Background: an optimization exercise with open tools, aiming at small area and a short achievable clock period. Do not read the settings as production practice.
In this exercise RTL edits were held to simulation tests only and were not proved equivalent to the original.
No run shown here takes its clock network from TritonCTS; it comes from the design's own scripts or RTL.
No driver is modelled on the clock port, so clock power and skew are understated where the tree is cut down; a real chip needs a root buffer or a tree.
Power and IR drop assume default switching activity.

### flow/design.v
`timescale 1ns / 1ps
module fa(input a, b, c, output s, co);
    assign s = a ^ b ^ c;
    assign co = (a & b) | (a & c) | (b & c);
endmodule
module ha(input a, b, output s, co);
    assign s = a ^ b;
    assign co = a & b;
endmodule
module Optimized_Wallace(
    input clk, rst,
    input [15:0] A, B,
    output reg [31:0] PRODUCT
);
    reg [15:0] ra;
    reg rb15;
    reg one0;
    reg two0;
    reg neg0;
    reg one1;
    reg two1;
    reg neg1;
    reg one2;
    reg two2;
    reg neg2;
    reg one3;
    reg two3;
    reg neg3;
    reg one4;
    reg two4;
    reg neg4;
    reg one5;
    reg two5;
    reg neg5;
    reg one6;
    reg two6;
    reg neg6;
    reg one7;
    reg two7;
    reg neg7;
    reg [92:0] r2;
    reg [54:0] r3;
    reg v1, v2, v3;
    wire pp1 = ((one0 & ra[0])) ^ neg0;
    wire pp2 = ((one0 & ra[1]) | (two0 & ra[0])) ^ neg0;
    wire pp3 = ((one0 & ra[2]) | (two0 & ra[1])) ^ neg0;
    wire pp4 = ((one0 & ra[3]) | (two0 & ra[2])) ^ neg0;
    wire pp5 = ((one0 & ra[4]) | (two0 & ra[3])) ^ neg0;
    wire pp6 = ((one0 & ra[5]) | (two0 & ra[4])) ^ neg0;
    wire pp7 = ((one0 & ra[6]) | (two0 & ra[5])) ^ neg0;
    wire pp8 = ((one0 & ra[7]) | (two0 & ra[6])) ^ neg0;
    wire pp9 = ((one0 & ra[8]) | (two0 & ra[7])) ^ neg0;
    wire pp10 = ((one0 & ra[9]) | (two0 & ra[8])) ^ neg0;
    wire pp11 = ((one0 & ra[10]) | (two0 & ra[9])) ^ neg0;
    wire pp12 = ((one0 & ra[11]) | (two0 & ra[10])) ^ neg0;
    wire pp13 = ((one0 & ra[12]) | (two0 & ra[11])) ^ neg0;
    wire pp14 = ((one0 & ra[13]) | (two0 & ra[12])) ^ neg0;
    wire pp15 = ((one0 & ra[14]) | (two0 & ra[13])) ^ neg0;
    wire pp16 = ((one0 & ra[15]) | (two0 & ra[14])) ^ neg0;
    wire pp17 = ((two0 & ra[15])) ^ neg0;
    wire ns18 = ~neg0;
    wire pp19 = ((one1 & ra[0])) ^ neg1;
    wire pp20 = ((one1 & ra[1]) | (two1 & ra[0])) ^ neg1;
    wire pp21 = ((one1 & ra[2]) | (two1 & ra[1])) ^ neg1;
    wire pp22 = ((one1 & ra[3]) | (two1 & ra[2])) ^ neg1;
    wire pp23 = ((one1 & ra[4]) | (two1 & ra[3])) ^ neg1;
    wire pp24 = ((one1 & ra[5]) | (two1 & ra[4])) ^ neg1;
    wire pp25 = ((one1 & ra[6]) | (two1 & ra[5])) ^ neg1;
    wire pp26 = ((one1 & ra[7]) | (two1 & ra[6])) ^ neg1;
    wire pp27 = ((one1 & ra[8]) | (two1 & ra[7])) ^ neg1;
    wire pp28 = ((one1 & ra[9]) | (two1 & ra[8])) ^ neg1;
    wire pp29 = ((one1 & ra[10]) | (two1 & ra[9])) ^ neg1;
    wire pp30 = ((one1 & ra[11]) | (two1 & ra[10])) ^ neg1;
    wire pp31 = ((one1 & ra[12]) | (two1 & ra[11])) ^ neg1;
    wire pp32 = ((one1 & ra[13]) | (two1 & ra[12])) ^ neg1;
    wire pp33 = ((one1 & ra[14]) | (two1 & ra[13])) ^ neg1;
    wire pp34 = ((one1 & ra[15]) | (two1 & ra[14])) ^ neg1;
    wire pp35 = ((two1 & ra[15])) ^ neg1;
    wire ns36 = ~neg1;
    wire pp37 = ((one2 & ra[0])) ^ neg2;
    wire pp38 = ((one2 & ra[1]) | (two2 & ra[0])) ^ neg2;
    wire pp39 = ((one2 & ra[2]) | (two2 & ra[1])) ^ neg2;
    wire pp40 = ((one2 & ra[3]) | (two2 & ra[2])) ^ neg2;
    wire pp41 = ((one2 & ra[4]) | (two2 & ra[3])) ^ neg2;
    wire pp42 = ((one2 & ra[5]) | (two2 & ra[4])) ^ neg2;
    wire pp43 = ((one2 & ra[6]) | (two2 & ra[5])) ^ neg2;
    wire pp44 = ((one2 & ra[7]) | (two2 & ra[6])) ^ neg2;
    wire pp45 = ((one2 & ra[8]) | (two2 & ra[7])) ^ neg2;
    wire pp46 = ((one2 & ra[9]) | (two2 & ra[8])) ^ neg2;
    wire pp47 = ((one2 & ra[10]) | (two2 & ra[9])) ^ neg2;
    wire pp48 = ((one2 & ra[11]) | (two2 & ra[10])) ^ neg2;
    wire pp49 = ((one2 & ra[12]) | (two2 & ra[11])) ^ neg2;
    wire pp50 = ((one2 & ra[13]) | (two2 & ra[12])) ^ neg2;
    wire pp51 = ((one2 & ra[14]) | (two2 & ra[13])) ^ neg2;
    wire pp52 = ((one2 & ra[15]) | (two2 & ra[14])) ^ neg2;
    wire pp53 = ((two2 & ra[15])) ^ neg2;
    wire ns54 = ~neg2;
    wire pp55 = ((one3 & ra[0])) ^ neg3;
    wire pp56 = ((one3 & ra[1]) | (two3 & ra[0])) ^ neg3;
    wire pp57 = ((one3 & ra[2]) | (two3 & ra[1])) ^ neg3;
    wire pp58 = ((one3 & ra[3]) | (two3 & ra[2])) ^ neg3;
    wire pp59 = ((one3 & ra[4]) | (two3 & ra[3])) ^ neg3;
    wire pp60 = ((one3 & ra[5]) | (two3 & ra[4])) ^ neg3;
    wire pp61 = ((one3 & ra[6]) | (two3 & ra[5])) ^ neg3;
    wire pp62 = ((one3 & ra[7]) | (two3 & ra[6])) ^ neg3;
    wire pp63 = ((one3 & ra[8]) | (two3 & ra[7])) ^ neg3;
    wire pp64 = ((one3 & ra[9]) | (two3 & ra[8])) ^ neg3;
    wire pp65 = ((one3 & ra[10]) | (two3 & ra[9])) ^ neg3;
    wire pp66 = ((one3 & ra[11]) | (two3 & ra[10])) ^ neg3;
    wire pp67 = ((one3 & ra[12]) | (two3 & ra[11])) ^ neg3;
    wire pp68 = ((one3 & ra[13]) | (two3 & ra[12])) ^ neg3;
    wire pp69 = ((one3 & ra[14]) | (two3 & ra[13])) ^ neg3;
    wire pp70 = ((one3 & ra[15]) | (two3 & ra[14])) ^ neg3;
    wire pp71 = ((two3 & ra[15])) ^ neg3;
    wire ns72 = ~neg3;
    wire pp73 = ((one4 & ra[0])) ^ neg4;
    wire pp74 = ((one4 & ra[1]) | (two4 & ra[0])) ^ neg4;
    wire pp75 = ((one4 & ra[2]) | (two4 & ra[1])) ^ neg4;
    wire pp76 = ((one4 & ra[3]) | (two4 & ra[2])) ^ neg4;
    wire pp77 = ((one4 & ra[4]) | (two4 & ra[3])) ^ neg4;
    wire pp78 = ((one4 & ra[5]) | (two4 & ra[4])) ^ neg4;
    wire pp79 = ((one4 & ra[6]) | (two4 & ra[5])) ^ neg4;
    wire pp80 = ((one4 & ra[7]) | (two4 & ra[6])) ^ neg4;
    wire pp81 = ((one4 & ra[8]) | (two4 & ra[7])) ^ neg4;
    wire pp82 = ((one4 & ra[9]) | (two4 & ra[8])) ^ neg4;
    wire pp83 = ((one4 & ra[10]) | (two4 & ra[9])) ^ neg4;
    wire pp84 = ((one4 & ra[11]) | (two4 & ra[10])) ^ neg4;
    wire pp85 = ((one4 & ra[12]) | (two4 & ra[11])) ^ neg4;
    wire pp86 = ((one4 & ra[13]) | (two4 & ra[12])) ^ neg4;
    wire pp87 = ((one4 & ra[14]) | (two4 & ra[13])) ^ neg4;
    wire pp88 = ((one4 & ra[15]) | (two4 & ra[14])) ^ neg4;
    wire pp89 = ((two4 & ra[15])) ^ neg4;
    wire ns90 = ~neg4;
    wire pp91 = ((one5 & ra[0])) ^ neg5;
    wire pp92 = ((one5 & ra[1]) | (two5 & ra[0])) ^ neg5;
    wire pp93 = ((one5 & ra[2]) | (two5 & ra[1])) ^ neg5;
    wire pp94 = ((one5 & ra[3]) | (two5 & ra[2])) ^ neg5;
    wire pp95 = ((one5 & ra[4]) | (two5 & ra[3])) ^ neg5;
    wire pp96 = ((one5 & ra[5]) | (two5 & ra[4])) ^ neg5;
    wire pp97 = ((one5 & ra[6]) | (two5 & ra[5])) ^ neg5;
    wire pp98 = ((one5 & ra[7]) | (two5 & ra[6])) ^ neg5;
    wire pp99 = ((one5 & ra[8]) | (two5 & ra[7])) ^ neg5;
    wire pp100 = ((one5 & ra[9]) | (two5 & ra[8])) ^ neg5;
    wire pp101 = ((one5 & ra[10]) | (two5 & ra[9])) ^ neg5;
    wire pp102 = ((one5 & ra[11]) | (two5 & ra[10])) ^ neg5;
    wire pp103 = ((one5 & ra[12]) | (two5 & ra[11])) ^ neg5;
    wire pp104 = ((one5 & ra[13]) | (two5 & ra[12])) ^ neg5;
    wire pp105 = ((one5 & ra[14]) | (two5 & ra[13])) ^ neg5;
    wire pp106 = ((one5 & ra[15]) | (two5 & ra[14])) ^ neg5;
    wire pp107 = ((two5 & ra[15])) ^ neg5;
    wire ns108 = ~neg5;
    wire pp109 = ((one6 & ra[0])) ^ neg6;
    wire pp110 = ((one6 & ra[1]) | (two6 & ra[0])) ^ neg6;
    wire pp111 = ((one6 & ra[2]) | (two6 & ra[1])) ^ neg6;
    wire pp112 = ((one6 & ra[3]) | (two6 & ra[2])) ^ neg6;
    wire pp113 = ((one6 & ra[4]) | (two6 & ra[3])) ^ neg6;
    wire pp114 = ((one6 & ra[5]) | (two6 & ra[4])) ^ neg6;
    wire pp115 = ((one6 & ra[6]) | (two6 & ra[5])) ^ neg6;
    wire pp116 = ((one6 & ra[7]) | (two6 & ra[6])) ^ neg6;
    wire pp117 = ((one6 & ra[8]) | (two6 & ra[7])) ^ neg6;
    wire pp118 = ((one6 & ra[9]) | (two6 & ra[8])) ^ neg6;
    wire pp119 = ((one6 & ra[10]) | (two6 & ra[9])) ^ neg6;
    wire pp120 = ((one6 & ra[11]) | (two6 & ra[10])) ^ neg6;
    wire pp121 = ((one6 & ra[12]) | (two6 & ra[11])) ^ neg6;
    wire pp122 = ((one6 & ra[13]) | (two6 & ra[12])) ^ neg6;
    wire pp123 = ((one6 & ra[14]) | (two6 & ra[13])) ^ neg6;
    wire pp124 = ((one6 & ra[15]) | (two6 & ra[14])) ^ neg6;
    wire pp125 = ((two6 & ra[15])) ^ neg6;
    wire ns126 = ~neg6;
    wire pp127 = ((one7 & ra[0])) ^ neg7;
    wire pp128 = ((one7 & ra[1]) | (two7 & ra[0])) ^ neg7;
    wire pp129 = ((one7 & ra[2]) | (two7 & ra[1])) ^ neg7;
    wire pp130 = ((one7 & ra[3]) | (two7 & ra[2])) ^ neg7;
    wire pp131 = ((one7 & ra[4]) | (two7 & ra[3])) ^ neg7;
    wire pp132 = ((one7 & ra[5]) | (two7 & ra[4])) ^ neg7;
    wire pp133 = ((one7 & ra[6]) | (two7 & ra[5])) ^ neg7;
    wire pp134 = ((one7 & ra[7]) | (two7 & ra[6])) ^ neg7;
    wire pp135 = ((one7 & ra[8]) | (two7 & ra[7])) ^ neg7;
    wire pp136 = ((one7 & ra[9]) | (two7 & ra[8])) ^ neg7;
    wire pp137 = ((one7 & ra[10]) | (two7 & ra[9])) ^ neg7;
    wire pp138 = ((one7 & ra[11]) | (two7 & ra[10])) ^ neg7;
    wire pp139 = ((one7 & ra[12]) | (two7 & ra[11])) ^ neg7;
    wire pp140 = ((one7 & ra[13]) | (two7 & ra[12])) ^ neg7;
    wire pp141 = ((one7 & ra[14]) | (two7 & ra[13])) ^ neg7;
    wire pp142 = ((one7 & ra[15]) | (two7 & ra[14])) ^ neg7;
    wire pp143 = ((two7 & ra[15])) ^ neg7;
    wire ns144 = ~neg7;
    wire pp145 = rb15 & ra[0];
    wire pp146 = rb15 & ra[1];
    wire pp147 = rb15 & ra[2];
    wire pp148 = rb15 & ra[3];
    wire pp149 = rb15 & ra[4];
    wire pp150 = rb15 & ra[5];
    wire pp151 = rb15 & ra[6];
    wire pp152 = rb15 & ra[7];
    wire pp153 = rb15 & ra[8];
    wire pp154 = rb15 & ra[9];
    wire pp155 = rb15 & ra[10];
    wire pp156 = rb15 & ra[11];
    wire pp157 = rb15 & ra[12];
    wire pp158 = rb15 & ra[13];
    wire pp159 = rb15 & ra[14];
    wire pp160 = rb15 & ra[15];
    wire s161, c162;
    fa u_s161 (.a(pp3), .b(pp19), .c(neg1), .s(s161), .co(c162));
    wire s163, c164;
    fa u_s163 (.a(pp5), .b(pp21), .c(pp37), .s(s163), .co(c164));
    wire s165, c166;
    fa u_s165 (.a(pp6), .b(pp22), .c(pp38), .s(s165), .co(c166));
    wire s167, c168;
    fa u_s167 (.a(pp7), .b(pp23), .c(pp39), .s(s167), .co(c168));
    wire s169, c170;
    fa u_s169 (.a(pp8), .b(pp24), .c(pp40), .s(s169), .co(c170));
    wire s171, c172;
    fa u_s171 (.a(pp9), .b(pp25), .c(pp41), .s(s171), .co(c172));
    wire s173, c174;
    fa u_s173 (.a(pp57), .b(pp73), .c(neg4), .s(s173), .co(c174));
    wire s175, c176;
    fa u_s175 (.a(pp10), .b(pp26), .c(pp42), .s(s175), .co(c176));
    wire s177, c178;
    fa u_s177 (.a(pp11), .b(pp27), .c(pp43), .s(s177), .co(c178));
    wire s179, c180;
    fa u_s179 (.a(pp59), .b(pp75), .c(pp91), .s(s179), .co(c180));
    wire s181, c182;
    fa u_s181 (.a(pp12), .b(pp28), .c(pp44), .s(s181), .co(c182));
    wire s183, c184;
    fa u_s183 (.a(pp60), .b(pp76), .c(pp92), .s(s183), .co(c184));
    wire s185, c186;
    fa u_s185 (.a(pp13), .b(pp29), .c(pp45), .s(s185), .co(c186));
    wire s187, c188;
    fa u_s187 (.a(pp61), .b(pp77), .c(pp93), .s(s187), .co(c188));
    wire s189, c190;
    fa u_s189 (.a(pp14), .b(pp30), .c(pp46), .s(s189), .co(c190));
    wire s191, c192;
    fa u_s191 (.a(pp62), .b(pp78), .c(pp94), .s(s191), .co(c192));
    wire s193, c194;
    fa u_s193 (.a(pp15), .b(pp31), .c(pp47), .s(s193), .co(c194));
    wire s195, c196;
    fa u_s195 (.a(pp63), .b(pp79), .c(pp95), .s(s195), .co(c196));
    wire s197, c198;
    fa u_s197 (.a(pp111), .b(pp127), .c(neg7), .s(s197), .co(c198));
    wire s199, c200;
    fa u_s199 (.a(pp16), .b(pp32), .c(pp48), .s(s199), .co(c200));
    wire s201, c202;
    fa u_s201 (.a(pp64), .b(pp80), .c(pp96), .s(s201), .co(c202));
    wire s203, c204;
    ha u_s203 (.a(pp112), .b(pp128), .s(s203), .co(c204));
    wire s205, c206;
    fa u_s205 (.a(pp17), .b(pp33), .c(pp49), .s(s205), .co(c206));
    wire s207, c208;
    fa u_s207 (.a(pp65), .b(pp81), .c(pp97), .s(s207), .co(c208));
    wire s209, c210;
    fa u_s209 (.a(pp113), .b(pp129), .c(pp145), .s(s209), .co(c210));
    wire s211, c212;
    fa u_s211 (.a(neg0), .b(pp34), .c(pp50), .s(s211), .co(c212));
    wire s213, c214;
    fa u_s213 (.a(pp66), .b(pp82), .c(pp98), .s(s213), .co(c214));
    wire s215, c216;
    fa u_s215 (.a(pp114), .b(pp130), .c(pp146), .s(s215), .co(c216));
    wire s217, c218;
    fa u_s217 (.a(neg0), .b(pp35), .c(pp51), .s(s217), .co(c218));
    wire s219, c220;
    fa u_s219 (.a(pp67), .b(pp83), .c(pp99), .s(s219), .co(c220));
    wire s221, c222;
    fa u_s221 (.a(pp115), .b(pp131), .c(pp147), .s(s221), .co(c222));
    wire s223, c224;
    fa u_s223 (.a(ns18), .b(ns36), .c(pp52), .s(s223), .co(c224));
    wire s225, c226;
    fa u_s225 (.a(pp68), .b(pp84), .c(pp100), .s(s225), .co(c226));
    wire s227, c228;
    fa u_s227 (.a(pp116), .b(pp132), .c(pp148), .s(s227), .co(c228));
    wire s229 = ~(pp53 ^ pp69);
    wire c230 = pp53 | pp69;
    wire s231, c232;
    fa u_s231 (.a(pp85), .b(pp101), .c(pp117), .s(s231), .co(c232));
    wire s233, c234;
    ha u_s233 (.a(pp133), .b(pp149), .s(s233), .co(c234));
    wire s235, c236;
    fa u_s235 (.a(ns54), .b(pp70), .c(pp86), .s(s235), .co(c236));
    wire s237, c238;
    fa u_s237 (.a(pp102), .b(pp118), .c(pp134), .s(s237), .co(c238));
    wire s239 = ~(pp71 ^ pp87);
    wire c240 = pp71 | pp87;
    wire s241, c242;
    fa u_s241 (.a(pp103), .b(pp119), .c(pp135), .s(s241), .co(c242));
    wire s243, c244;
    fa u_s243 (.a(ns72), .b(pp88), .c(pp104), .s(s243), .co(c244));
    wire s245, c246;
    fa u_s245 (.a(pp120), .b(pp136), .c(pp152), .s(s245), .co(c246));
    wire s247 = ~(pp89 ^ pp105);
    wire c248 = pp89 | pp105;
    wire s249, c250;
    fa u_s249 (.a(pp121), .b(pp137), .c(pp153), .s(s249), .co(c250));
    wire s251, c252;
    fa u_s251 (.a(ns90), .b(pp106), .c(pp122), .s(s251), .co(c252));
    wire s253 = ~(pp107 ^ pp123);
    wire c254 = pp107 | pp123;
    wire s255, c256;
    fa u_s255 (.a(ns108), .b(pp124), .c(pp140), .s(s255), .co(c256));
    wire s257 = ~(pp125 ^ pp141);
    wire c258 = pp125 | pp141;
    wire s259, c260;
    fa u_s259 (.a(ns126), .b(pp142), .c(pp158), .s(s259), .co(c260));
    wire s261 = ~(pp143 ^ pp159);
    wire c262 = pp143 | pp159;
    wire s263, c264;
    fa u_s263 (.a(c162), .b(pp4), .c(pp20), .s(s263), .co(c264));
    wire s265, c266;
    fa u_s265 (.a(c166), .b(s167), .c(pp55), .s(s265), .co(c266));
    wire s267, c268;
    fa u_s267 (.a(c168), .b(s169), .c(pp56), .s(s267), .co(c268));
    wire s269, c270;
    fa u_s269 (.a(c170), .b(s171), .c(s173), .s(s269), .co(c270));
    wire s271, c272;
    fa u_s271 (.a(c172), .b(c174), .c(s175), .s(s271), .co(c272));
    wire s273, c274;
    fa u_s273 (.a(c176), .b(s177), .c(s179), .s(s273), .co(c274));
    wire s275, c276;
    fa u_s275 (.a(c178), .b(c180), .c(s181), .s(s275), .co(c276));
    wire s277, c278;
    fa u_s277 (.a(c182), .b(c184), .c(s185), .s(s277), .co(c278));
    wire s279, c280;
    fa u_s279 (.a(s187), .b(pp109), .c(neg6), .s(s279), .co(c280));
    wire s281, c282;
    fa u_s281 (.a(c186), .b(c188), .c(s189), .s(s281), .co(c282));
    wire s283, c284;
    ha u_s283 (.a(s191), .b(pp110), .s(s283), .co(c284));
    wire s285, c286;
    fa u_s285 (.a(c190), .b(c192), .c(s193), .s(s285), .co(c286));
    wire s287, c288;
    ha u_s287 (.a(s195), .b(s197), .s(s287), .co(c288));
    wire s289, c290;
    fa u_s289 (.a(c194), .b(c196), .c(c198), .s(s289), .co(c290));
    wire s291, c292;
    fa u_s291 (.a(s199), .b(s201), .c(s203), .s(s291), .co(c292));
    wire s293, c294;
    fa u_s293 (.a(c200), .b(c202), .c(c204), .s(s293), .co(c294));
    wire s295, c296;
    fa u_s295 (.a(s205), .b(s207), .c(s209), .s(s295), .co(c296));
    wire s297, c298;
    fa u_s297 (.a(c206), .b(c208), .c(c210), .s(s297), .co(c298));
    wire s299, c300;
    fa u_s299 (.a(s211), .b(s213), .c(s215), .s(s299), .co(c300));
    wire s301, c302;
    fa u_s301 (.a(c212), .b(c214), .c(c216), .s(s301), .co(c302));
    wire s303, c304;
    fa u_s303 (.a(s217), .b(s219), .c(s221), .s(s303), .co(c304));
    wire s305, c306;
    fa u_s305 (.a(c218), .b(c220), .c(c222), .s(s305), .co(c306));
    wire s307, c308;
    fa u_s307 (.a(s223), .b(s225), .c(s227), .s(s307), .co(c308));
    wire s309, c310;
    fa u_s309 (.a(c224), .b(c226), .c(c228), .s(s309), .co(c310));
    wire s311, c312;
    fa u_s311 (.a(s229), .b(s231), .c(s233), .s(s311), .co(c312));
    wire s313, c314;
    fa u_s313 (.a(c230), .b(c232), .c(c234), .s(s313), .co(c314));
    wire s315, c316;
    fa u_s315 (.a(s235), .b(s237), .c(pp150), .s(s315), .co(c316));
    wire s317, c318;
    fa u_s317 (.a(c236), .b(c238), .c(s239), .s(s317), .co(c318));
    wire s319, c320;
    ha u_s319 (.a(s241), .b(pp151), .s(s319), .co(c320));
    wire s321, c322;
    fa u_s321 (.a(c240), .b(c242), .c(s243), .s(s321), .co(c322));
    wire s323, c324;
    fa u_s323 (.a(c244), .b(c246), .c(s247), .s(s323), .co(c324));
    wire s325, c326;
    fa u_s325 (.a(c248), .b(c250), .c(s251), .s(s325), .co(c326));
    wire s327, c328;
    fa u_s327 (.a(c252), .b(s253), .c(pp139), .s(s327), .co(c328));
    wire s329, c330;
    fa u_s329 (.a(c254), .b(s255), .c(pp156), .s(s329), .co(c330));
    wire s331, c332;
    fa u_s331 (.a(c256), .b(s257), .c(pp157), .s(s331), .co(c332));
    wire s333, c334;
    fa u_s333 (.a(c262), .b(ns144), .c(pp160), .s(s333), .co(c334));
    wire s335, c336;
    fa u_s335 (.a(r2[5]), .b(r2[6]), .c(r2[7]), .s(s335), .co(c336));
    wire s337, c338;
    fa u_s337 (.a(r2[16]), .b(r2[17]), .c(r2[18]), .s(s337), .co(c338));
    wire s339, c340;
    fa u_s339 (.a(r2[20]), .b(r2[21]), .c(r2[22]), .s(s339), .co(c340));
    wire s341, c342;
    fa u_s341 (.a(r2[23]), .b(r2[24]), .c(r2[25]), .s(s341), .co(c342));
    wire s343, c344;
    fa u_s343 (.a(r2[26]), .b(r2[27]), .c(r2[28]), .s(s343), .co(c344));
    wire s345, c346;
    fa u_s345 (.a(r2[29]), .b(r2[30]), .c(r2[31]), .s(s345), .co(c346));
    wire s347, c348;
    fa u_s347 (.a(r2[33]), .b(r2[34]), .c(r2[35]), .s(s347), .co(c348));
    wire s349, c350;
    fa u_s349 (.a(r2[37]), .b(r2[38]), .c(r2[39]), .s(s349), .co(c350));
    wire s351, c352;
    fa u_s351 (.a(r2[41]), .b(r2[42]), .c(r2[43]), .s(s351), .co(c352));
    wire s353, c354;
    fa u_s353 (.a(r2[45]), .b(r2[46]), .c(r2[47]), .s(s353), .co(c354));
    wire s355, c356;
    fa u_s355 (.a(r2[49]), .b(r2[50]), .c(r2[51]), .s(s355), .co(c356));
    wire s357, c358;
    fa u_s357 (.a(r2[53]), .b(r2[54]), .c(r2[55]), .s(s357), .co(c358));
    wire s359, c360;
    fa u_s359 (.a(r2[57]), .b(r2[58]), .c(r2[59]), .s(s359), .co(c360));
    wire s361, c362;
    fa u_s361 (.a(r2[61]), .b(r2[62]), .c(r2[63]), .s(s361), .co(c362));
    wire s363, c364;
    fa u_s363 (.a(r2[65]), .b(r2[66]), .c(r2[67]), .s(s363), .co(c364));
    wire s365, c366;
    fa u_s365 (.a(r2[69]), .b(r2[70]), .c(r2[71]), .s(s365), .co(c366));
    wire s367, c368;
    fa u_s367 (.a(r2[73]), .b(r2[74]), .c(r2[75]), .s(s367), .co(c368));
    wire s369, c370;
    fa u_s369 (.a(r2[76]), .b(r2[77]), .c(r2[78]), .s(s369), .co(c370));
    wire s371, c372;
    fa u_s371 (.a(r2[80]), .b(r2[81]), .c(r2[82]), .s(s371), .co(c372));
    wire s373, c374;
    fa u_s373 (.a(r2[87]), .b(r2[88]), .c(r2[89]), .s(s373), .co(c374));
    wire s375, c376;
    fa u_s375 (.a(c336), .b(r2[8]), .c(r2[9]), .s(s375), .co(c376));
    wire s377, c378;
    ha u_s377 (.a(r2[10]), .b(r2[11]), .s(s377), .co(c378));
    wire s379, c380;
    ha u_s379 (.a(r2[12]), .b(r2[13]), .s(s379), .co(c380));
    wire s381, c382;
    ha u_s381 (.a(r2[14]), .b(r2[15]), .s(s381), .co(c382));
    wire s383, c384;
    ha u_s383 (.a(s337), .b(r2[19]), .s(s383), .co(c384));
    wire s385, c386;
    ha u_s385 (.a(c338), .b(s339), .s(s385), .co(c386));
    wire s387, c388;
    ha u_s387 (.a(c340), .b(s341), .s(s387), .co(c388));
    wire s389, c390;
    ha u_s389 (.a(c342), .b(s343), .s(s389), .co(c390));
    wire s391, c392;
    fa u_s391 (.a(c344), .b(s345), .c(r2[32]), .s(s391), .co(c392));
    wire s393, c394;
    fa u_s393 (.a(c346), .b(s347), .c(r2[36]), .s(s393), .co(c394));
    wire s395, c396;
    fa u_s395 (.a(c348), .b(s349), .c(r2[40]), .s(s395), .co(c396));
    wire s397, c398;
    fa u_s397 (.a(c350), .b(s351), .c(r2[44]), .s(s397), .co(c398));
    wire s399, c400;
    fa u_s399 (.a(c352), .b(s353), .c(r2[48]), .s(s399), .co(c400));
    wire s401, c402;
    fa u_s401 (.a(c354), .b(s355), .c(r2[52]), .s(s401), .co(c402));
    wire s403, c404;
    fa u_s403 (.a(c356), .b(s357), .c(r2[56]), .s(s403), .co(c404));
    wire s405, c406;
    fa u_s405 (.a(c358), .b(s359), .c(r2[60]), .s(s405), .co(c406));
    wire s407, c408;
    fa u_s407 (.a(c360), .b(s361), .c(r2[64]), .s(s407), .co(c408));
    wire s409, c410;
    fa u_s409 (.a(c362), .b(s363), .c(r2[68]), .s(s409), .co(c410));
    wire s411, c412;
    fa u_s411 (.a(c364), .b(s365), .c(r2[72]), .s(s411), .co(c412));
    wire s413, c414;
    ha u_s413 (.a(c366), .b(s367), .s(s413), .co(c414));
    wire s415, c416;
    fa u_s415 (.a(c368), .b(s369), .c(r2[79]), .s(s415), .co(c416));
    wire s417, c418;
    ha u_s417 (.a(c370), .b(s371), .s(s417), .co(c418));
    wire s419, c420;
    fa u_s419 (.a(c372), .b(r2[83]), .c(r2[84]), .s(s419), .co(c420));
    wire s421, c422;
    ha u_s421 (.a(r2[85]), .b(r2[86]), .s(s421), .co(c422));
    wire s423, c424;
    fa u_s423 (.a(c374), .b(r2[90]), .c(r2[91]), .s(s423), .co(c424));
    wire g425, p426;
    ha u_p426 (.a(r2[0]), .b(r2[1]), .s(p426), .co(g425));
    wire g427, p428;
    ha u_p428 (.a(c376), .b(s377), .s(p428), .co(g427));
    wire g429, p430;
    ha u_p430 (.a(c378), .b(s379), .s(p430), .co(g429));
    wire g431, p432;
    ha u_p432 (.a(c380), .b(s381), .s(p432), .co(g431));
    wire g433, p434;
    ha u_p434 (.a(c382), .b(s383), .s(p434), .co(g433));
    wire g435, p436;
    ha u_p436 (.a(c384), .b(s385), .s(p436), .co(g435));
    wire g437, p438;
    ha u_p438 (.a(c386), .b(s387), .s(p438), .co(g437));
    wire g439, p440;
    ha u_p440 (.a(c388), .b(s389), .s(p440), .co(g439));
    wire g441, p442;
    ha u_p442 (.a(c390), .b(s391), .s(p442), .co(g441));
    wire g443, p444;
    ha u_p444 (.a(c392), .b(s393), .s(p444), .co(g443));
    wire g445, p446;
    ha u_p446 (.a(c394), .b(s395), .s(p446), .co(g445));
    wire g447, p448;
    ha u_p448 (.a(c396), .b(s397), .s(p448), .co(g447));
    wire g449, p450;
    ha u_p450 (.a(c398), .b(s399), .s(p450), .co(g449));
    wire g451, p452;
    ha u_p452 (.a(c400), .b(s401), .s(p452), .co(g451));
    wire g453, p454;
    ha u_p454 (.a(c402), .b(s403), .s(p454), .co(g453));
    wire g455, p456;
    ha u_p456 (.a(c404), .b(s405), .s(p456), .co(g455));
    wire g457, p458;
    ha u_p458 (.a(c406), .b(s407), .s(p458), .co(g457));
    wire g459, p460;
    ha u_p460 (.a(c408), .b(s409), .s(p460), .co(g459));
    wire g461, p462;
    ha u_p462 (.a(c410), .b(s411), .s(p462), .co(g461));
    wire g463, p464;
    ha u_p464 (.a(c412), .b(s413), .s(p464), .co(g463));
    wire g465, p466;
    ha u_p466 (.a(c414), .b(s415), .s(p466), .co(g465));
    wire g467, p468;
    ha u_p468 (.a(c416), .b(s417), .s(p468), .co(g467));
    wire g469, p470;
    ha u_p470 (.a(c418), .b(s419), .s(p470), .co(g469));
    wire g471, p472;
    ha u_p472 (.a(c420), .b(s421), .s(p472), .co(g471));
    wire g473, p474;
    ha u_p474 (.a(c422), .b(s373), .s(p474), .co(g473));
    wire g475, p476;
    ha u_p476 (.a(c424), .b(r2[92]), .s(p476), .co(g475));
    wire t477 = p426 | g425;
    wire t478 = p428 | g427;
    wire t479 = p430 | g429;
    wire t480 = p432 | g431;
    wire t481 = p434 | g433;
    wire G482 = 1'b0 | (r2[2] & g425);
    wire P483 = r2[2] & t477;
    wire G484 = 1'b0 | (r2[4] & 1'b0);
    wire P485 = r2[4] & r2[3];
    wire G486 = 1'b0 | (s375 & 1'b0);
    wire P487 = s375 & s335;
    wire G488 = g429 | (t479 & g427);
    wire P489 = t479 & t478;
    wire G490 = g433 | (t481 & g431);
    wire P491 = t481 & t480;
    wire G492 = 1'b0 | (r2[3] & G482);
    wire P493 = r2[3] & P483;
    wire G494 = G484 | (P485 & G482);
    wire P495 = P485 & P483;
    wire G496 = g427 | (t478 & G486);
    wire P497 = t478 & P487;
    wire G498 = G488 | (P489 & G486);
    wire P499 = P489 & P487;
    wire G500 = 1'b0 | (s335 & G494);
    wire P501 = s335 & P495;
    wire G502 = G486 | (P487 & G494);
    wire P503 = P487 & P495;
    wire G504 = G496 | (P497 & G494);
    wire P505 = P497 & P495;
    wire G506 = G498 | (P499 & G494);
    wire P507 = P499 & P495;
    wire G508 = g431 | (t480 & G506);
    wire P509 = t480 & P507;
    wire G510 = G490 | (P491 & G506);
    wire P511 = P491 & P507;
    wire sum512 = p426;
    wire sum513 = r2[2] ^ g425;
    wire sum514 = r2[3] ^ G482;
    wire sum515 = r2[4] ^ G492;
    wire sum516 = s335 ^ G494;
    wire sum517 = s375 ^ G500;
    wire sum518 = p428 ^ G502;
    wire sum519 = p430 ^ G504;
    wire sum520 = p432 ^ G506;
    wire sum521 = p434 ^ G508;
    wire t522 = r3[11] | r3[12];
    wire t523 = r3[13] | r3[14];
    wire t524 = r3[15] | r3[16];
    wire t525 = r3[17] | r3[18];
    wire t526 = r3[19] | r3[20];
    wire t527 = r3[21] | r3[22];
    wire t528 = r3[23] | r3[24];
    wire t529 = r3[25] | r3[26];
    wire t530 = r3[27] | r3[28];
    wire t531 = r3[29] | r3[30];
    wire t532 = r3[31] | r3[32];
    wire t533 = r3[33] | r3[34];
    wire t534 = r3[35] | r3[36];
    wire t535 = r3[37] | r3[38];
    wire t536 = r3[39] | r3[40];
    wire t537 = r3[41] | r3[42];
    wire t538 = r3[43] | r3[44];
    wire t539 = r3[45] | r3[46];
    wire t540 = r3[47] | r3[48];
    wire t541 = r3[49] | r3[50];
    wire t542 = r3[51] | r3[52];
    wire t543 = r3[53] | r3[54];
    wire g544 = r3[12] | (r3[11] & r3[10]);
    wire G545 = r3[14] | (t523 & g544);
    wire P546 = t523 & t522;
    wire G547 = r3[18] | (t525 & r3[16]);
    wire P548 = t525 & t524;
    wire G549 = r3[22] | (t527 & r3[20]);
    wire P550 = t527 & t526;
    wire G551 = r3[26] | (t529 & r3[24]);
    wire P552 = t529 & t528;
    wire G553 = r3[30] | (t531 & r3[28]);
    wire P554 = t531 & t530;
    wire G555 = r3[34] | (t533 & r3[32]);
    wire P556 = t533 & t532;
    wire G557 = r3[38] | (t535 & r3[36]);
    wire P558 = t535 & t534;
    wire G559 = r3[42] | (t537 & r3[40]);
    wire P560 = t537 & t536;
    wire G561 = r3[46] | (t539 & r3[44]);
    wire P562 = t539 & t538;
    wire G563 = r3[50] | (t541 & r3[48]);
    wire P564 = t541 & t540;
    wire G565 = r3[54] | (t543 & r3[52]);
    wire P566 = t543 & t542;
    wire G567 = G547 | (P548 & G545);
    wire P568 = P548 & P546;
    wire G569 = G551 | (P552 & G549);
    wire P570 = P552 & P550;
    wire G571 = G555 | (P556 & G553);
    wire P572 = P556 & P554;
    wire G573 = G559 | (P560 & G557);
    wire P574 = P560 & P558;
    wire G575 = G563 | (P564 & G561);
    wire P576 = P564 & P562;
    wire G577 = G569 | (P570 & G567);
    wire P578 = P570 & P568;
    wire G579 = G573 | (P574 & G571);
    wire P580 = P574 & P572;
    wire G581 = G579 | (P580 & G577);
    wire P582 = P580 & P578;
    wire G583 = G571 | (P572 & G577);
    wire P584 = P572 & P578;
    wire G585 = G575 | (P576 & G581);
    wire P586 = P576 & P582;
    wire G587 = G549 | (P550 & G567);
    wire P588 = P550 & P568;
    wire G589 = G553 | (P554 & G577);
    wire P590 = P554 & P578;
    wire G591 = G557 | (P558 & G583);
    wire P592 = P558 & P584;
    wire G593 = G561 | (P562 & G581);
    wire P594 = P562 & P582;
    wire G595 = G565 | (P566 & G585);
    wire P596 = P566 & P586;
    wire G597 = r3[16] | (t524 & G545);
    wire P598 = t524 & P546;
    wire G599 = r3[20] | (t526 & G567);
    wire P600 = t526 & P568;
    wire G601 = r3[24] | (t528 & G587);
    wire P602 = t528 & P588;
    wire G603 = r3[28] | (t530 & G577);
    wire P604 = t530 & P578;
    wire G605 = r3[32] | (t532 & G589);
    wire P606 = t532 & P590;
    wire G607 = r3[36] | (t534 & G583);
    wire P608 = t534 & P584;
    wire G609 = r3[40] | (t536 & G591);
    wire P610 = t536 & P592;
    wire G611 = r3[44] | (t538 & G581);
    wire P612 = t538 & P582;
    wire G613 = r3[48] | (t540 & G593);
    wire P614 = t540 & P594;
    wire G615 = r3[52] | (t542 & G585);
    wire P616 = t542 & P586;
    wire sum617 = r3[11] ^ r3[10];
    wire sum618 = r3[13] ^ g544;
    wire sum619 = r3[15] ^ G545;
    wire sum620 = r3[17] ^ G597;
    wire sum621 = r3[19] ^ G567;
    wire sum622 = r3[21] ^ G599;
    wire sum623 = r3[23] ^ G587;
    wire sum624 = r3[25] ^ G601;
    wire sum625 = r3[27] ^ G577;
    wire sum626 = r3[29] ^ G603;
    wire sum627 = r3[31] ^ G589;
    wire sum628 = r3[33] ^ G605;
    wire sum629 = r3[35] ^ G583;
    wire sum630 = r3[37] ^ G607;
    wire sum631 = r3[39] ^ G591;
    wire sum632 = r3[41] ^ G609;
    wire sum633 = r3[43] ^ G581;
    wire sum634 = r3[45] ^ G611;
    wire sum635 = r3[47] ^ G593;
    wire sum636 = r3[49] ^ G613;
    wire sum637 = r3[51] ^ G585;
    wire sum638 = r3[53] ^ G615;
    wire [31:0] sum = {sum638, sum637, sum636, sum635, sum634, sum633, sum632, sum631, sum630, sum629, sum628, sum627, sum626, sum625, sum624, sum623, sum622, sum621, sum620, sum619, sum618, sum617, r3[9], r3[8], r3[7], r3[6], r3[5], r3[4], r3[3], r3[2], r3[1], r3[0]};
    always @(posedge clk or posedge rst) begin
        if (rst) begin
            v1 <= 1'b0; v2 <= 1'b0; v3 <= 1'b0;
            PRODUCT <= 32'd0;
        end else begin
            v1 <= 1'b1; v2 <= v1; v3 <= v2;
            PRODUCT <= sum & {32{v3}};
        end
    end
    always @(posedge clk) begin
        ra <= A;
        rb15 <= B[15];
        one0 <= B[0] ^ 1'b0;
        two0 <= (B[1] & ~B[0] & ~1'b0) | (~B[1] & B[0] & 1'b0);
        neg0 <= B[1] & ~(B[0] & 1'b0);
        one1 <= B[2] ^ B[1];
        two1 <= (B[3] & ~B[2] & ~B[1]) | (~B[3] & B[2] & B[1]);
        neg1 <= B[3] & ~(B[2] & B[1]);
        one2 <= B[4] ^ B[3];
        two2 <= (B[5] & ~B[4] & ~B[3]) | (~B[5] & B[4] & B[3]);
        neg2 <= B[5] & ~(B[4] & B[3]);
        one3 <= B[6] ^ B[5];
        two3 <= (B[7] & ~B[6] & ~B[5]) | (~B[7] & B[6] & B[5]);
        neg3 <= B[7] & ~(B[6] & B[5]);
        one4 <= B[8] ^ B[7];
        two4 <= (B[9] & ~B[8] & ~B[7]) | (~B[9] & B[8] & B[7]);
        neg4 <= B[9] & ~(B[8] & B[7]);
        one5 <= B[10] ^ B[9];
        two5 <= (B[11] & ~B[10] & ~B[9]) | (~B[11] & B[10] & B[9]);
        neg5 <= B[11] & ~(B[10] & B[9]);
        one6 <= B[12] ^ B[11];
        two6 <= (B[13] & ~B[12] & ~B[11]) | (~B[13] & B[12] & B[11]);
        neg6 <= B[13] & ~(B[12] & B[11]);
        one7 <= B[14] ^ B[13];
        two7 <= (B[15] & ~B[14] & ~B[13]) | (~B[15] & B[14] & B[13]);
        neg7 <= B[15] & ~(B[14] & B[13]);
        r2 <= {s333, s261, c260, s259, c258, c332, s331, c330, s329, c328, pp155, s327, c326, pp154, pp138, s325, c324, s249, s323, c322, s245, s321, c320, c318, s319, s317, c316, c314, s315, s313, c312, c310, s311, s309, c308, c306, s307, s305, c304, c302, s303, s301, c300, c298, s299, s297, c296, c294, s295, s293, c292, c290, s291, s289, c288, c286, s287, s285, c284, c282, s283, s281, c280, c278, s279, s277, c276, s183, s275, c274, neg5, s273, c272, pp74, pp58, s271, c270, s269, c268, s267, c266, neg3, s265, s165, c164, neg2, s163, c264, s263, s161, pp2, neg0, pp1};
        r3 <= {g475, p476, 1'b0, s423, g473, p474, g471, p472, g469, p470, g467, p468, g465, p466, g463, p464, g461, p462, g459, p460, g457, p458, g455, p456, g453, p454, g451, p452, g449, p450, g447, p448, g445, p446, g443, p444, g441, p442, g439, p440, g437, p438, g435, p436, G510, sum521, sum520, sum519, sum518, sum517, sum516, sum515, sum514, sum513, sum512};
    end
endmodule
### flow/flow/run.sh
#!/bin/bash
set -euo pipefail
export BUFFER_PORTS_ARGS="-buffer_cell sky130_fd_sc_hd__buf_1"
bash standard.sh cts > flow_cts.log 2>&1
export RES=$PWD/orfs/results/sky130hd/Optimized_Wallace/base
export PLATFORM_DIR=$FLOW_HOME/platforms/sky130hd
export SKEW_PLAN=$PWD/flow/plan.tcl
openroad -no_splash -exit flow/skew.tcl > skew_eco.log 2>&1
bash standard.sh finish > flow_make.log 2>&1
### flow/flow/plan.tcl
set rootnet $root
branch r1 {ra* rb15* one* two* neg*} {clkbuf_16} 2 [$block findNet clk]
set root [$block findNet clk]
tune r2 {r2*} 0.40 5 {clkbuf_1 clkbuf_2 clkbuf_4 clkbuf_8 clkbuf_16}
set root $rootnet
tune r3 {r3* v1* v2* v3*} 0.628 3
tune prod {PRODUCT*} 0.838 3
### flow/flow/skew.tcl
set res $::env(RES)
read_lef $::env(PLATFORM_DIR)/lef/sky130_fd_sc_hd.tlef
read_lef $::env(PLATFORM_DIR)/lef/sky130_fd_sc_hd_merged.lef
read_liberty $::env(PLATFORM_DIR)/lib/sky130_fd_sc_hd__tt_025C_1v80.lib
read_db $res/4_cts.odb
read_sdc $res/4_cts.sdc
source $::env(PLATFORM_DIR)/setRC.tcl
set db [ord::get_db]
set block [ord::get_db_block]
set root [$block findNet clknet_0_clk]

proc master {n} { return [[ord::get_db] findMaster sky130_fd_sc_hd__$n] }
set uid 0
proc newbuf {type innet x y} {
  global block uid
  incr uid
  set inst [odb::dbInst_create $block [master $type] "cksk_buf_$uid"]
  set net [odb::dbNet_create $block "cksk_net_$uid"]
  $net setSigType CLOCK
  [$inst findITerm A] connect $innet
  [$inst findITerm X] connect $net
  $inst setLocation [expr int($x)] [expr int($y)]
  $inst setPlacementStatus PLACED
  return $net
}
proc flops {pats} {
  global block
  set out {}
  foreach inst [$block getInsts] {
    set n [$inst getName]
    if {[$inst findITerm CLK] eq "NULL"} continue
    foreach p $pats { if {[string match $p $n]} { lappend out $inst; break } }
  }
  return $out
}
proc centroid {insts} {
  set sx 0; set sy 0
  foreach i $insts { set b [$i getBBox]; set sx [expr $sx + [$b xMin]]; set sy [expr $sy + [$b yMin]] }
  set n [llength $insts]
  return [list [expr $sx / $n] [expr $sy / $n]]
}
# chain: list of buffer types from the root; the last one is repeated per leaf cluster
proc branch {name pats chain nleaf {src {}}} {
  global root
  if {$src ne {}} { set root $src }
  set fl [flops $pats]
  set fl [lsort -command {apply {{a b} {expr {[[$a getBBox] xMin] - [[$b getBBox] xMin]}}}} $fl]
  set c [centroid $fl]
  set net $root
  if {![llength $chain]} {
    foreach f $fl { set it [$f findITerm CLK]; $it disconnect; $it connect $root }
    puts "branch $name: [llength $fl] flops on the root net"
    return
  }
  foreach t [lrange $chain 0 end-1] { set net [newbuf $t $net [lindex $c 0] [lindex $c 1]] }
  set per [expr {([llength $fl] + $nleaf - 1) / $nleaf}]
  for {set k 0} {$k < $nleaf} {incr k} {
    set grp [lrange $fl [expr $k*$per] [expr ($k+1)*$per - 1]]
    if {![llength $grp]} continue
    set cc [centroid $grp]
    set leaf [newbuf [lindex $chain end] $net [lindex $cc 0] [lindex $cc 1]]
    foreach f $grp {
      set it [$f findITerm CLK]
      $it disconnect
      $it connect $leaf
    }
  }
  puts "branch $name: [llength $fl] flops, chain $chain x $nleaf"
}

# Build a branch, measure the mean clock latency of its flops, and undo it.
set created {}
proc newbuf2 {type innet x y} {
  global created
  set net [newbuf $type $innet $x $y]
  lappend created $net
  return $net
}
proc build {fl chain nleaf} {
  global root created
  set created {}
  set c [centroid $fl]
  set net $root
  foreach t [lrange $chain 0 end-1] { set net [newbuf2 $t $net [lindex $c 0] [lindex $c 1]] }
  set per [expr {([llength $fl] + $nleaf - 1) / $nleaf}]
  for {set k 0} {$k < $nleaf} {incr k} {
    set grp [lrange $fl [expr $k*$per] [expr ($k+1)*$per - 1]]
    if {![llength $grp]} continue
    set cc [centroid $grp]
    set leaf [newbuf2 [lindex $chain end] $net [lindex $cc 0] [lindex $cc 1]]
    foreach f $grp { set it [$f findITerm CLK]; $it disconnect; $it connect $leaf }
  }
}
proc undo {fl orig} {
  global created
  foreach f $fl o $orig { set it [$f findITerm CLK]; $it disconnect; $it connect $o }
  foreach net [lreverse $created] {
    foreach it [$net getITerms] { if {[$it isOutputSignal]} { set inst [$it getInst] } }
    odb::dbInst_destroy $inst
    odb::dbNet_destroy $net
  }
  set created {}
}
proc meanlat {fl} {
  global maxslew
  estimate_parasitics -placement
  set s 0.0
  set maxslew 0.0
  foreach f $fl {
    set pin [get_pins "[$f getName]/CLK"]
    set s [expr {$s + [get_property $pin arrival_max_rise]}]
    set sl [get_property $pin slew_max]
    if {$sl > $maxslew} { set maxslew $sl }
  }
  return [expr {$s / [llength $fl]}]
}
proc branch_area {chain nl} {
  set a 0.0
  foreach t [lrange $chain 0 end-1] { set a [expr {$a + [[master $t] getWidth] * [[master $t] getHeight] / 1e6}] }
  set t [lindex $chain end]
  return [expr {$a + $nl * [[master $t] getWidth] * [[master $t] getHeight] / 1e6}]
}
proc tune {name pats target nleaf {firsts {{} clkbuf_1 clkbuf_2 clkbuf_8 clkbuf_16}}} {
  global maxslew
  set fl [flops $pats]
  set fl [lsort -command {apply {{a b} {expr {[[$a getBBox] xMin] - [[$b getBBox] xMin]}}}} $fl]
  set orig {}
  foreach f $fl { lappend orig [[$f findITerm CLK] getNet] }
  set best {}
  set besterr 1e9
  set bestcost 1e9
  set bestn $nleaf
  set cands {}
  foreach leaf {clkbuf_16 clkbuf_8} {
    foreach nl [list [expr {$nleaf - 1}] $nleaf [expr {$nleaf + 1}] [expr {$nleaf + 2}]] {
      if {$nl < 1} continue
      foreach first $firsts {
        for {set n 0} {$n <= 14} {incr n} {
          set chain [concat $first [lrepeat $n clkbuf_4] $leaf]
          build $fl $chain $nl
          set lat [meanlat $fl]
          undo $fl $orig
          set err [expr {abs($lat - $target)}]
          puts "tune $name: $chain x $nl -> [format %.3f $lat] slew [format %.3f $maxslew] (target [format %.3f $target])"
          if {$maxslew < 0.100} { lappend cands [list $err [branch_area $chain $nl] $chain $nl] }
          if {$maxslew < 0.100 && $err < $besterr} { set besterr $err }
          if {$lat > $target + 0.2} break
        }
      }
    }
  }
  foreach c $cands {
    if {[lindex $c 0] <= $besterr + 0.015 && [lindex $c 1] < $bestcost} {
      set bestcost [lindex $c 1]; set best [lindex $c 2]; set bestn [lindex $c 3]
    }
  }
  build $fl $best $bestn
  puts "tune $name: chose $best x $bestn, latency [format %.3f [meanlat $fl]] slew [format %.3f $maxslew]"
}

source $::env(SKEW_PLAN)
# remove clock buffers left without sinks, and CTS's dummy clock loads
# (clock cells whose output is unconnected)
proc is_clkcell {inst} {
  set m [[$inst getMaster] getName]
  return [expr {[string match "*clkbuf*" $m] || [string match "*clkinv*" $m] || [string match "*__inv_*" $m] || [string match "*__buf_*" $m]}]
}
proc outnet {inst} {
  foreach it [$inst getITerms] { if {[$it isOutputSignal]} { return [$it getNet] } }
  return "NULL"
}
set changed 1
while {$changed} {
  set changed 0
  foreach inst [$block getInsts] {
    if {![is_clkcell $inst]} continue
    set n [outnet $inst]
    if {$n eq "NULL"} {
      # dummy load: only if its input is on a clock net
      set clkin 0
      foreach it [$inst getITerms] { if {[$it isInputSignal] && [$it getNet] ne "NULL" && [[$it getNet] getSigType] eq "CLOCK"} { set clkin 1 } }
      if {$clkin} { puts "removing dummy [$inst getName]"; odb::dbInst_destroy $inst; set changed 1 }
      continue
    }
    if {[$n getSigType] ne "CLOCK"} continue
    if {[llength [$n getITerms]] <= 1 && [llength [$n getBTerms]] == 0} {
      puts "removing [$inst getName]"
      odb::dbInst_destroy $inst
      odb::dbNet_destroy $n
      set changed 1
    }
  }
}
detailed_placement
check_placement
estimate_parasitics -placement
set_propagated_clock [all_clocks]
catch { report_checks -path_delay max -group_path_count 3 -format end }
catch { report_clock_skew }
foreach p {ra[0]* one0* r2[0]* r3[0]* PRODUCT[0]* v1*} {
  catch { foreach pin [get_pins -quiet $p/CLK] { puts "latency [get_full_name $pin] [get_property $pin arrival_max_rise]" } }
}
write_db $res/4_cts.odb
### flow/standard.sh
#!/bin/bash
# synth_recipe.tcl (not shown) runs the flow's synth.tcl, then flattens the netlist and writes it again
# the make line also repeats each setting of config.mk as NAME=value (left out here)
make -C /OpenROAD-flow-scripts/flow DESIGN_CONFIG=/design/flow/config.mk WORK_HOME=/design/flow/orfs CLKGATE_MAP_FILE= SYNTH_SCRIPT=/design/flow/synth_recipe.tcl "${@:-finish}"
### flow/config.mk
export PLATFORM = sky130hd
export DESIGN_NAME = Optimized_Wallace
export DESIGN_NICKNAME = Optimized_Wallace
export VERILOG_FILES = /design/flow/design.v
export SDC_FILE = /design/flow/constraint.sdc
export NUM_CORES = 4
export LEC_CHECK = 0
export CAP_MARGIN = 20
export CORE_MARGIN = 2
export CORE_UTILIZATION = 60
export CTS_BUF_LIST = sky130_fd_sc_hd__clkbuf_16
export CTS_CLUSTER_DIAMETER = 100
export CTS_CLUSTER_SIZE = 25
export SETUP_SLACK_MARGIN = 1.4
export SLEW_MARGIN = 20
export SYNTH_HIERARCHICAL = 1
export SYNTH_MINIMUM_KEEP_SIZE = 0
export TNS_END_PERCENT = 0
### flow/constraint.sdc
create_clock -name core_clock -period 3.0 [get_ports {clk}]
set_input_delay 0.6000 -clock core_clock [delete_from_list [all_inputs] [get_ports {clk}]]
set_output_delay 0.6000 -clock core_clock [all_outputs]
set_load 0.01 [all_outputs]
==> results.ini, run 1 <==
[yosys]
ys_seq_area_frac = 0.410
synthesis.nets = 1152
synth_ff_type = dfxtp_1
synth_area_leaders = dfxtp_1 (33%), fa_1 (20%), xnor2_1 (12%)
synth_edf_count = 0
avgSynthCellArea_um2 = 11.9
synth_top_area_share = 0.333
synth-seq-cells = 222
syn_inst = 948
synth_area_um2 = 11300
yosysTopAreaCell = dfxtp_1
postSynth.asyncResetShare = 0.158
yosysWarnings = 7
yosys.cell_types.count = 46

[pwr]
p_int_w = 0.00729
leakagePower_nw = 4.81
vdd_drop_max_v = 0.000556
pwr-share-seq = 0.424
p_comb_frac = 0.421
power.density_nw_per_um2 = 945
p_sw_frac = 0.364
p_sw_w = 0.00417
power_frac_clock = 0.156

[global_routing]
grt_pass1_wl_mm = 39.5
antenna_found_initial = 0
overflow = 0
grt_pass1_vias = 7449
grt_use_total = 0.255
grt_max_degree = 36

[timing]
setup_viol = 0
worstMarginPinSlew_ns = 0.666
clock_skew_ns = 0.292
drv_slew = 0
slew_headroom = 0.556
rsz0062_at_grt = yes
period_minus_slack_ns = 1.96
fmax_mhz = 509
period_share = 0.654
fin_setup_tns_ns = 0
finalHoldViolations = 0

[worst_setup_path]
path_cells = clkbuf_2
max_stage_delay_ns = 0.38
path_depth = 1
slowest_stage = dfrtp_1
cp-start-kind = register
reg2reg_to = r3[10]
cp-startpoint = PRODUCT[29]
reg2regPathDepth = 8
worst-path-buf-inv = 1
cp_top_family = flip-flops
path_max_fanout = 1
crit_path_end = PRODUCT[29]
rr_startpoint = r2[5]
cp-end-kind = output pin
critPathArrivalTime_ns = 1.36
criticalPathCategory = reg -> out
critPathRequiredTime_ns = 2.40
r2r_slack_ns = 1.09

[cells_and_area]
antenna_cells = 0
multi_input_area_um2 = 6280
seq_area_um2 = 4700
final_common_cell = dfxtp_1
final_cell_mix = dfxtp_1 (152), xnor2_1 (147), a22oi_1 (119)
n_fill_cell = 1461
syn2layout_area_growth_pct = 7.73
nets = 1176
final_util = 0.652
drive_gt1_frac = 0.0928

[clock_tree]
path_clk_slew_ns = 0.09
clock_latency_ns = 0.43
cts.sinks = 222

[drt]
viasPerCell = 5.83
wl_met2_mm = 11.5
drt-pass1-iter-count = 6
drt_iter0_markers = 697
finalWirelength_mm = 24.5
avgRoutedWirePerCell_um = 20.3
ant_nets = 0
met1_length_mm = 10.5
drc = 0
num_vias = 7025
top_layer = met4
wl_met3_mm = 2.02

[hold_path]
min_path_type = reg -> reg
worst_hold_startpoint = r3[0]

[die]
chipHeight_um = 141
dieArea_um2 = 19900
fp.dieW_um = 141
row_count = 50
ios = 66
core_area_um2 = 18600
start_util = 0.606

[placement]
gp_congestion = 0.927
io_buffers = 65
dp_hpwl_mm = 16.7

[outcome]
status = complete, no violations

[run]
maxCapViolations = 0

## power groups by stage
stage	clock network, W	registers (W)	logic [W]
finish	0.00178	0.00486	0.00482
global route	0.00194	0.00497	0.00564
CTS	0.00175	0.00485	0.00486
detailed placement	0	0.00491	0.00472
global placement	0	0.00486	0.00453
floorplan	0	0.00468	0.00342
## per-module statistics from Yosys, one instance, submodules excluded
module / cells / cell area, µm² / copies in the design
ha: 1 / 12.5 / 41
fa: 1 / 20.0 / 111
Optimized_Wallace: 796 / 8520 / 1
## worst min-delay path by stage
stage | end | cells after the start
final | PRODUCT[0] | 1
after global routing | PRODUCT[0] | 1
after CTS | PRODUCT[24] | 3
after detailed placement | v2 | 0
after global placement | v2 | 0
after floorplan | r2[11] | 0
## stage by stage
step | setup slack [ns] | instances | total power [W] | area [µm²] | hold WS [ns]
floorplan | 0.996 | 948 | 0.00809 | 11500 | 0.330
global placement | 0.528 | 1176 | 0.00939 | 11600 | 0.339
detailed placement | 0.511 | 1176 | 0.00963 | 11600 | 0.346
CTS | 0.901 | 1197 | 0.0115 | 12100 | 0.175
global route | 0.947 | 1204 | 0.0126 | 12100 | 0.169
finish | 1.04 | 1204 | 0.0115 | 12100 | 0.168
## cells by family after synthesis
| family | count (synthesis) | share of synthesized area |
|---|---|---|
| XOR/XNOR | 152 | 0.118 |
| AND/OR/NAND/NOR | 110 | 0.0534 |
| AO/OA/AOI/OAI | 177 | 0.114 |
| other | 1 | 0.000333 |
| multiplexers | 4 | 0.00356 |
| flip-flops | 222 | 0.410 |
| buffers and inverters | 112 | 0.0374 |
| adder cells (fa/ha/maj) | 170 | 0.263 |
## routing by layer
metal  track usage  vias up
met3        0.0540       44
met2         0.412      341
met5             0        -
li1              -     3191
met1         0.351     3449
met4        0.0774        0
## registers in the layout, indices dropped and copies added (netlist names), 16 cells and up
| name | flops |
|---|---|
| PRODUCT | 32 |
| r2 | 93 |
| r3 | 53 |
| ra | 16 |
## repair_timing
action	4_1_cts	5_1_grt
hold buffers	0	1
pin swaps	5	0
endpoints found under the setup margin	124	118
setup buffers	3	0
gates resized for setup	53	1
hold endpoints to repair	0	32
## synthesized netlist by cell type (6+ instances only)
cell	instances
fa_1	111
dfxtp_1	187
nand2_1	26
inv_1	28
nor2b_1	9
dfrtp_1	35
nand2b_1	12
nor2_1	13
nand3b_1	7
a22oi_1	120
o21ai_0	20
clkbuf_1	81
nor3_1	6
a21oi_1	11
xnor2_1	148
ha_1	59
and2_1	28
## cell type report
cell class | count | share of cell area
Sequential cell | 222 | 0.388
Inverter | 28 | 0.00867
Timing Repair Buffer | 82 | 0.0310
Clock buffer | 1 | 0.00206
Buffer | 23 | 0.0282
Multi-Input combinational cell | 614 | 0.518
Tap cell | 234 | 0.0242
==> inputs of run 2 (changes only) <==
==> flow/flow/plan.tcl (replaced) <==
set rootnet $root
branch r1 {ra* rb15* one* two* neg*} {clkbuf_16} 2 [$block findNet clk]
set root [$block findNet clk]
tune r2 {r2*} 0.434 5 {clkbuf_1 clkbuf_2 clkbuf_4 clkbuf_8 clkbuf_16}
set root $rootnet
tune r3 {r3* v1* v2* v3*} 0.635 3
tune prod {PRODUCT*} 0.80 3
==> results.ini, run 2 <==
[outcome]
status = complete, no violations

[drt]
drc = 0
avgRoutedWirePerCell_um = 20.4
viasPerCell = 5.85
ant_nets = 0
finalWirelength_mm = 24.5
num_vias = 7048
drt-pass1-iter-count = 5
drt_iter0_markers = 578

[cells_and_area]
syn2layout_area_growth_pct = 7.85
nets = 1176
final_common_cell = dfxtp_1
regMostFlops = r2
fin_cells = 1204
final_cell_mix = dfxtp_1 (152), xnor2_1 (147), a22oi_1 (119)
biggestRegsByFlops = r2 (93), r3 (53), PRODUCT (32)
largest_reg_flops = 93
drive_gt1_frac = 0.0938
antenna_cells = 0

[worst_setup_path]
critPathArrivalTime_ns = 2.58
path_cells = a21o_1 -> a31o_1 -> o31a_1 -> and3_4 -> a221oi_4 -> o21bai_1 -> ha_2 -> xnor2_2 -> nor2_1
reg2reg_to = PRODUCT[31]
max_stage_delay_ns = 0.34
cp-startpoint = r3[37]
criticalPathCategory = reg -> reg
cp-end-kind = register
r2r_slack_ns = 1.06
path_max_fanout = 4
critPathRequiredTime_ns = 3.64
reg2regPathDepth = 9
cp_top_family = compound AO/OA/AOI/OAI gates
cp-start-kind = register
slowest_stage = dfxtp_2
worst-path-buf-inv = 0
rr_startpoint = r3[37]

[pwr]
power.density_nw_per_um2 = 948
leakagePower_nw = 4.81
vdd_drop_max_v = 0.000557

[hold_path]
hold_depth = 1
min_to = PRODUCT[0]
min_path_type = reg -> reg
worst_hold_startpoint = r3[0]

[timing]
period_minus_slack_ns = 1.94
finalHoldViolations = 0
setup_viol = 0
clock_skew_ns = 0.287
rsz0062_at_grt = yes
worstMarginPinSlew_ns = 0.679
drv_slew = 0
fmax_mhz = 517
period_share = 0.645
slew_headroom = 0.547
fin_setup_tns_ns = 0

[placement]
io_buffers = 65
dp_hpwl_mm = 16.7
dp.cells = 1176
gp_congestion = 0.927

[global_routing]
grt_use_total = 0.256
overflow = 0
grt_max_degree = 36
antenna_found_initial = 0
grt_pass1_wl_mm = 39.5
grt_pass1_vias = 7459

[yosys]
syn_inst = 948
synth-seq-cells = 222
synth_top_area_share = 0.333
synth_ff_type = dfxtp_1
yosysTopAreaCell = dfxtp_1
avgSynthCellArea_um2 = 11.9
postSynth.asyncResetShare = 0.158
yosys.cell_types.count = 46
ys_seq_area_frac = 0.410
synth_area_leaders = dfxtp_1 (33%), fa_1 (20%), xnor2_1 (12%)
synth_most_common_cell = dfxtp_1
yosysWarnings = 7
synthesis.nets = 1152
synth_commonest_cells = dfxtp_1 (187), xnor2_1 (148), a22oi_1 (120)
synth_edf_count = 0
synth_area_um2 = 11300

[die]
row_count = 50
dieArea_um2 = 19900
core_area_um2 = 18600
fp.dieW_um = 141
ios = 66
start_util = 0.606
chipHeight_um = 141

[clock_tree]
path_clk_slew_ns = 0.08
cts.sinks = 222
clock_latency_ns = 0.43

[run]
maxCapViolations = 0

## run 2: changes by cell type in the layout (fill, tap and decap cells not counted), sizes merged
cell    previous run  this run
buf               80        81
clkbuf            25        24
## run 2: layer usage
layer | wire (µm) | up-vias | global-route usage
li1 | - | 3194 | -
met4 | 738 | 0 | 0.0816
met2 | 11200 | 345 | 0.411
met3 | 1980 | 65 | 0.0550
met5 | 0 | - | 0
met1 | 10600 | 3444 | 0.351
## run 2: logic make-up after synthesis
kind of cell	count (synthesis)	share of synthesized area
buffers and inverters	112	0.0374
flip-flops	222	0.410
multiplexers	4	0.00356
AND/OR/NAND/NOR	110	0.0534
adder cells (fa/ha/maj)	170	0.263
other	1	0.000333
AO/OA/AOI/OAI	177	0.114
XOR/XNOR	152	0.118
## run 2: layout make-up
type	count	area, µm²
Buffer	23	352
Clock buffer	1	25.0
Inverter	28	105
Timing Repair Buffer	82	374
Sequential cell	222	4700
Tap cell	234	293
Fill cell	1463	6440
Multi-Input combinational cell	614	6280
## run 2: modules after synthesis (local to each module, per instance)
module / cells / flops+latches
fa: 1 / 0
Optimized_Wallace: 796 / 222
ha: 1 / 0
## run 2: report_power, final
group / total [W] / internal, W / switching (W)
sequential: 0.00485 / 0.00412 / 0.000739
clock: 0.00183 / 0.000847 / 0.000981
combinational: 0.00482 / 0.00235 / 0.00247
total: 0.0115 / 0.00732 / 0.00419
## run 2: metrics by stage
step / power [W] / setup slack (ns) / utilization / cell area [µm²] / hold WS [ns]
global placement: 0.00939 / 0.528 / 0.625 / 11600 / 0.339
finish: 0.0115 / 1.06 / 0.653 / 12100 / 0.252
global route: 0.0126 / 0.938 / 0.653 / 12100 / 0.280
CTS: 0.0115 / 0.901 / 0.651 / 12100 / 0.175
detailed placement: 0.00963 / 0.511 / 0.625 / 11600 / 0.346
floorplan: 0.00809 / 0.996 / - / 11500 / 0.330
## run 2: worst max path at each step
stage                        to  slack [ns]  cells after the start
global route        PRODUCT[31]        0.94                      9
floorplan           PRODUCT[30]         1.0                      8
CTS                 PRODUCT[31]        0.90                      9
global placement         r2[10]        0.53                      4
detailed placement       r2[10]        0.51                      4
finish              PRODUCT[31]        1.06                      9
## run 2: repair_timing
action / CTS / global route
setup endpoints to repair: 124 / 123
hold buffers: 0 / 1
resized for setup: 53 / 1
hold endpoints to repair: 0 / 32
setup buffers: 3 / 0
pin swaps: 5 / 0
## run 2: worst reg2reg max path: cells and delay by family, from the launching register on
| kind | cells | cell delay [ns] |
|---|---|---|
| DFF | 1 | 0.34 |
| AOI/OAI and AO/OA | 5 | 1.08 |
| adders and majority gates | 1 | 0.19 |
| and+or+nand+nor | 2 | 0.24 |
| xor gates and xnor gates | 1 | 0.14 |

==> static timing again, ports no longer ideal <==
How much do the figures lean on ideal ports? The routed layouts below were timed once more, with nothing changed but the port constraints.
Step 1 (the two cells are an assumption about what drives the block):
set clk [get_ports {clk}]
set_driving_cell -lib_cell sky130_fd_sc_hd__clkbuf_16 $clk
set_driving_cell -lib_cell sky130_fd_sc_hd__buf_2 [delete_from_list [all_inputs] $clk]
Step 2, shift: input delay + t, output delay - t, t = (earliest + latest rising clock arrival at the registers) / 2. This alone moves slack from input paths to output paths.
Slacks: ideal ports / drivers / drivers and shift; pairs: ideal ports / drivers.
run	t, ns	setup slack, ns	worst setup path at the end	clock arrival spread, ns	worst register clock-pin slew, ns	cell pins on the clock port's net
run 1	0.575	1.037 / 0.964 / 1.094	register to register	0.719 / 0.720	0.09 / 0.09	4
run 2	0.528	1.064 / 1.063 / 1.064	register to register	0.626 / 0.625	0.09 / 0.09	4
In run 1 and run 2 the clock reaches the registers at very different times; t lies between them, and the last value is a rough guide only.
